Background: an optimization exercise with open tools, aiming at small area and a short achievable clock period. Do not read the settings as production practice.
Where RTL was checked, it was by simulation tests only, not by an equivalence proof against the original.

Setup of nickel:
// fir_3tap
module fir_3tap (input clk,
                 input [7:0] Xin,
                 input [7:0] H0,
                 input [7:0] H1,
                 input [7:0] H2,
                 output reg [15:0] Yout);
Settings: LEC_CHECK=0, CAP_MARGIN=20, CORE_MARGIN=2, CORE_UTILIZATION=65, CTS_BUF_LIST=sky130_fd_sc_hd__clkbuf_8, SLEW_MARGIN=20, SYNTH_HIERARCHICAL=1, SYNTH_MINIMUM_KEEP_SIZE=0, TNS_END_PERCENT=0; clock period 12.5 ns.
standard.sh (not shown) runs the stock make flow with config.mk's settings and CLKGATE_MAP_FILE= SYNTH_SCRIPT=/design/flow/synth_recipe.tcl, a recipe that flattens the netlist after the stock synthesis.
==> flow/flow/run.sh <==
#!/bin/bash
# The standard layout (standard.sh), with two changes to how it is made:
# - ports are buffered with buf_1 instead of the default delay buffer;
# - repair_timing aims for 7.2 ns of setup slack instead of 0.
set -euo pipefail
export SETUP_SLACK_MARGIN=7.2
export BUFFER_PORTS_ARGS="-buffer_cell sky130_fd_sc_hd__buf_1"
bash standard.sh > standard.log 2>&1
The following lists how indigo was set up differently from nickel:
- TNS_END_PERCENT no longer set, was 0
==> flow/flow/run.sh <==
#!/bin/bash
# The standard layout (standard.sh), with two changes to how it is made:
# - ports are buffered with buf_1 instead of the default delay buffer;
# - repair_timing aims for 7.0 ns of setup slack instead of 0.
set -euo pipefail
export SETUP_SLACK_MARGIN=7.0
export BUFFER_PORTS_ARGS="-buffer_cell sky130_fd_sc_hd__buf_1"
bash standard.sh > standard.log 2>&1
==> results.txt <==
- nickel ran to completion and came out clean on the timing, design-rule and antenna checks.
- indigo did not stop at any stage, and its layout met the timing, design-rule and antenna checks.
- indigo vs. nickel: number of fillers in the final layout went down by 77.
- Summary of indigo over nickel: post-CTS repair timing setup buffer count now sits higher; hold violation total from the final report now sits at about the same level; fraction of registers with async set/reset now sits at about the same level; final routed wirelength across all metal layers now sits higher.
- As far as required time reported for the critical path endpoint is concerned, nickel and indigo perform about the same.
- Higher clock period minus final worst setup slack was reported by nickel, not indigo.
- Between nickel and indigo, multi-input gate area in the final layout increased.
> inputs changed (indigo -> juniper)
- TNS_END_PERCENT: unset -> 0
==> comparison <==
juniper finished end to end and its layout was clean on timing, DRC and antenna.
Diff indigo -> juniper: transition time at the pin with the least slew margin went down; detailed-route via count went down; register share of the cell area went up; standard cell area after detailed placement did not really move.
Taking indigo as the reference, in juniper setup slack increased by 0.011 ns relative to the old numbers, count of clock-buffer cells in the layout decreased by 1 relative to the old numbers.
The following lists how willow was set up differently from juniper:
- removing TNS_END_PERCENT (formerly 0)
==> flow/flow/run.sh <==
#!/bin/bash
# The standard layout (standard.sh), with two changes to how it is made:
# - ports are buffered with buf_1 instead of the default delay buffer;
# - repair_timing aims for 6.8 ns of setup slack instead of 0.
set -euo pipefail
export SETUP_SLACK_MARGIN=6.8
export BUFFER_PORTS_ARGS="-buffer_cell sky130_fd_sc_hd__buf_1"
bash standard.sh > standard.log 2>&1
--- outcome ---
Looking only at synthesis-to-finish area growth, and setting everything else aside, the higher value of juniper and willow goes to juniper. Routed wire in willow totals less than in juniper. [compare] base=juniper new=willow: utilization fell by 4.2 points, non-clock buffer count in the final layout went down 16, fraction of standard cell area that is sequential +0.76 points, clock-pin slew on the worst setup and hold paths roughly the same. Compared with juniper, in willow final critical-path setup slack went down; effective utilization at floorplan did not really move.

* * *

build 69:
fir_3tap, a different RTL version from the one above (not shown whole).
Size in the first run: roughly 56 flip-flops, roughly 49 I/O pins, about 0.0064 sq mm of cells after synthesis.
clock: 12.5 ns
lec_check: 0
cap_margin: 20
core_margin: 2
core_utilization: 55
cts_buf_list: sky130_fd_sc_hd__clkbuf_8
slew_margin: 20
synth_hierarchical: 1
synth_minimum_keep_size: 0
tns_end_percent: 0
==> flow/flow/run.sh <==
#!/bin/bash
# The standard layout (standard.sh), with two changes to how it is made:
# - ports are buffered with buf_1 instead of the default delay buffer;
# - repair_timing aims for 6.9 ns of setup slack instead of 0.
set -euo pipefail
export SETUP_SLACK_MARGIN=6.6
export SETUP_MOVE_SEQUENCE=unbuffer,sizeup,swap
export BUFFER_PORTS_ARGS="-buffer_cell sky130_fd_sc_hd__buf_1"
bash standard.sh > standard.log 2>&1
--- input diff build 69..build 73 ---
-- flow/flow/run.sh --
<<< build 69, line 5
set -euo pipefail
export SETUP_SLACK_MARGIN=6.6
export SETUP_MOVE_SEQUENCE=unbuffer,sizeup,swap
>>> build 73, line 5
set -euo pipefail
export SETUP_SLACK_MARGIN=6.9
export SETUP_MOVE_SEQUENCE=unbuffer,sizeup,swap
## What came out
Row worst slew margin relative to its limit: build 73 higher / build 69 lower
Diff build 69 -> build 73: final critical path time including I/O delays and setup decreased 110 ps; fraction of the yosys area taken by sequential cells essentially unchanged; number of detailed-route iterations in the first pass increased 1; final worst-path cycle share decreased 0.86 points.
met1 track utilization from global routing in build 73 is 1.2 points below build 69.
#### Input delta (build 27 over build 73)
-- flow/flow/run.sh --
<<< build 73, line 6
export SETUP_SLACK_MARGIN=6.9
export SETUP_MOVE_SEQUENCE=unbuffer,sizeup,swap
export BUFFER_PORTS_ARGS="-buffer_cell sky130_fd_sc_hd__buf_1"
>>> build 27, line 6
export SETUP_SLACK_MARGIN=6.9
export BUFFER_PORTS_ARGS="-buffer_cell sky130_fd_sc_hd__buf_1"
Findings:
- Build 27: done, clean on timing, DRC and antenna
- A capture point of the worst path of Yout[15] is what build 27 shows, while Yout[12] belongs to build 73.
- There was hardly any difference in clock skew after layout between build 73 and build 27.
- Diff build 73 -> build 27: final critical delay including setup and external delays decreased 55 ps; starting density of the core shows no meaningful change.
- For build 73, the critical path launch point was Xin[7], unlike build 27, where it was H0[5].
No functional check of the RTL was part of any run of this note.

* * *

Another version of the RTL of fir_3tap (not shown whole).
For scale: about 48 flip-flops, ~49 I/O pins, roughly 0.0066 mm² of cells after synthesis.
Settings: LEC_CHECK=0, CAP_MARGIN=20, CORE_MARGIN=2, CORE_UTILIZATION=40, SLEW_MARGIN=20, SYNTH_HIERARCHICAL=1, SYNTH_MINIMUM_KEEP_SIZE=0; clock period 12.5 ns.
==> flow/flow/run.sh <==
#!/bin/bash
# The standard layout (standard.sh), with two changes to how it is made:
# - ports are buffered with buf_1 instead of the default delay buffer;
# - repair_timing aims for 7.1 ns of setup slack instead of 0.
set -euo pipefail
export SETUP_SLACK_MARGIN=7.1
export BUFFER_PORTS_ARGS="-buffer_cell sky130_fd_sc_hd__buf_1"
bash standard.sh > standard.log 2>&1
Then changed:
==> flow/flow/run.sh (replaced) <==
#!/bin/bash
# The standard layout (standard.sh), with two changes to how it is made:
# - ports are buffered with buf_1 instead of the default delay buffer;
# - repair_timing aims for 6.8 ns of setup slack instead of 0.
set -euo pipefail
export SETUP_SLACK_MARGIN=6.8
export BUFFER_PORTS_ARGS="-buffer_cell sky130_fd_sc_hd__buf_1"
bash standard.sh > standard.log 2>&1
--- a/flow/config.mk
+++ b/flow/config.mk
@@ -9,4 +9,5 @@
 export CORE_MARGIN = 2
 export CORE_UTILIZATION = 40
+export CTS_BUF_LIST = sky130_fd_sc_hd__clkbuf_8
 export SLEW_MARGIN = 20
 export SYNTH_HIERARCHICAL = 1
Worst setup slack loses 210 ps.
Die area does not change.
Synthesized cell count does not change.
Worst hold slack barely changes.
Critical path depth increases by 1.
Cell area went down by 13%.
Wire length is lower by 20%.
Non-clock buffer count fell by 39.
No functional check of the RTL was part of any run of this note.

* * *

fir_3tap with an RTL version that a note above also has.
For scale: about 690 cells after synthesis, about 48 flip-flops, ~49 I/O pins.
==> flow/config.mk <==
export PLATFORM = sky130hd
export DESIGN_NAME = fir_3tap
export DESIGN_NICKNAME = fir_3tap
export VERILOG_FILES = /design/flow/design.v
export SDC_FILE = /design/flow/constraint.sdc
export NUM_CORES = 4
export LEC_CHECK = 0
export CAP_MARGIN = 20
export CORE_MARGIN = 2
export CORE_UTILIZATION = 65
export CTS_BUF_LIST = sky130_fd_sc_hd__clkbuf_8
export SLEW_MARGIN = 20
export SYNTH_HIERARCHICAL = 1
export SYNTH_MINIMUM_KEEP_SIZE = 0
export TNS_END_PERCENT = 0
==> flow/constraint.sdc <==
create_clock -name core_clock -period 12.5 [get_ports {clk}]
set_input_delay 2.5000 -clock core_clock [delete_from_list [all_inputs] [get_ports {clk}]]
set_output_delay 2.5000 -clock core_clock [all_outputs]
set_load 0.01 [all_outputs]
==> flow/flow/run.sh <==
#!/bin/bash
# The standard layout (standard.sh), with two changes to how it is made:
# - ports are buffered with buf_1 instead of the default delay buffer;
# - repair_timing aims for 6.8 ns of setup slack instead of 0.
set -euo pipefail
export SETUP_SLACK_MARGIN=6.8
export BUFFER_PORTS_ARGS="-buffer_cell sky130_fd_sc_hd__buf_1"
bash standard.sh > standard.log 2>&1
Then changed:
--- a/flow/config.mk
+++ b/flow/config.mk
@@ -13,3 +13,3 @@
 export SYNTH_HIERARCHICAL = 1
 export SYNTH_MINIMUM_KEEP_SIZE = 0
-export TNS_END_PERCENT = 0
+export TNS_END_PERCENT = 20
Global-route usage is unchanged; sequential share of layout area stays flat; cell area stays flat; clock-buffer cell count is unchanged; non-clock buffer count is unchanged; first-iteration DRC count shrinks by 6.5%.
Then changed:
==> flow/flow/run.sh (replaced) <==
#!/bin/bash
# The standard layout (standard.sh), with two changes to how it is made:
# - ports are buffered with buf_1 instead of the default delay buffer;
# - repair_timing aims for 6.6 ns of setup slack instead of 0.
set -euo pipefail
export SETUP_SLACK_MARGIN=6.6
export BUFFER_PORTS_ARGS="-buffer_cell sky130_fd_sc_hd__buf_1"
bash standard.sh > standard.log 2>&1
--- a/flow/config.mk
+++ b/flow/config.mk
@@ -13,3 +13,2 @@
 export SYNTH_HIERARCHICAL = 1
 export SYNTH_MINIMUM_KEEP_SIZE = 0
-export TNS_END_PERCENT = 20
Flip-flop and latch count does not change. Via count falls slightly.

## port drivers added, routing unchanged
The results above use ideal ports. As a check the final layouts listed here were re-extracted and re-timed, cells and wires unchanged. Step 1 assumes that a clkbuf_16 drives the clock port and a buf_2 every other input. Step 2 moves the port delays by t, midway between the first and last clock arrival at a register: inputs arrive t later, outputs are due t later. That takes back most of the time a late clock gives input paths. Slacks: no drivers / after step 1 / after step 2; pairs: no drivers / after step 1.
run	t, ns	slack for setup (ns)	hold WS [ns]
nickel	0.337	7.057 / 7.068 / 6.731	0.460 / 0.460 / 0.460
indigo	0.339	7.078 / 7.054 / 6.715	0.460 / 0.460 / 0.460
juniper	0.336	7.089 / 7.084 / 6.748	0.453 / 0.453 / 0.453
willow	0.344	6.908 / 6.919 / 6.576	0.466 / 0.466 / 0.466
build 69	0.375	6.824 / 6.824 / 6.462	0.525 / 0.525 / 0.525
build 73	0.364	6.932 / 6.935 / 6.580	0.531 / 0.531 / 0.531
build 27	0.367	6.987 / 6.992 / 6.625	0.530 / 0.530 / 0.530
the first run of note 3	0.329	7.135 / 7.111 / 6.782	0.459 / 0.459 / 0.459
the second run of note 3	0.346	6.927 / 6.934 / 6.588	0.461 / 0.461 / 0.461
the first run of note 4	0.342	6.896 / 6.906 / 6.564	0.458 / 0.458 / 0.458
the second run of note 4	0.342	6.906 / 6.916 / 6.574	0.456 / 0.456 / 0.456
the third run of note 4	0.337	6.742 / 6.753 / 6.417	0.455 / 0.455 / 0.455
After both steps every run listed still meets setup and hold. The setup slack of indigo, which loses most, moves by -0.024 ns with the drivers and by -0.363 ns with both steps.
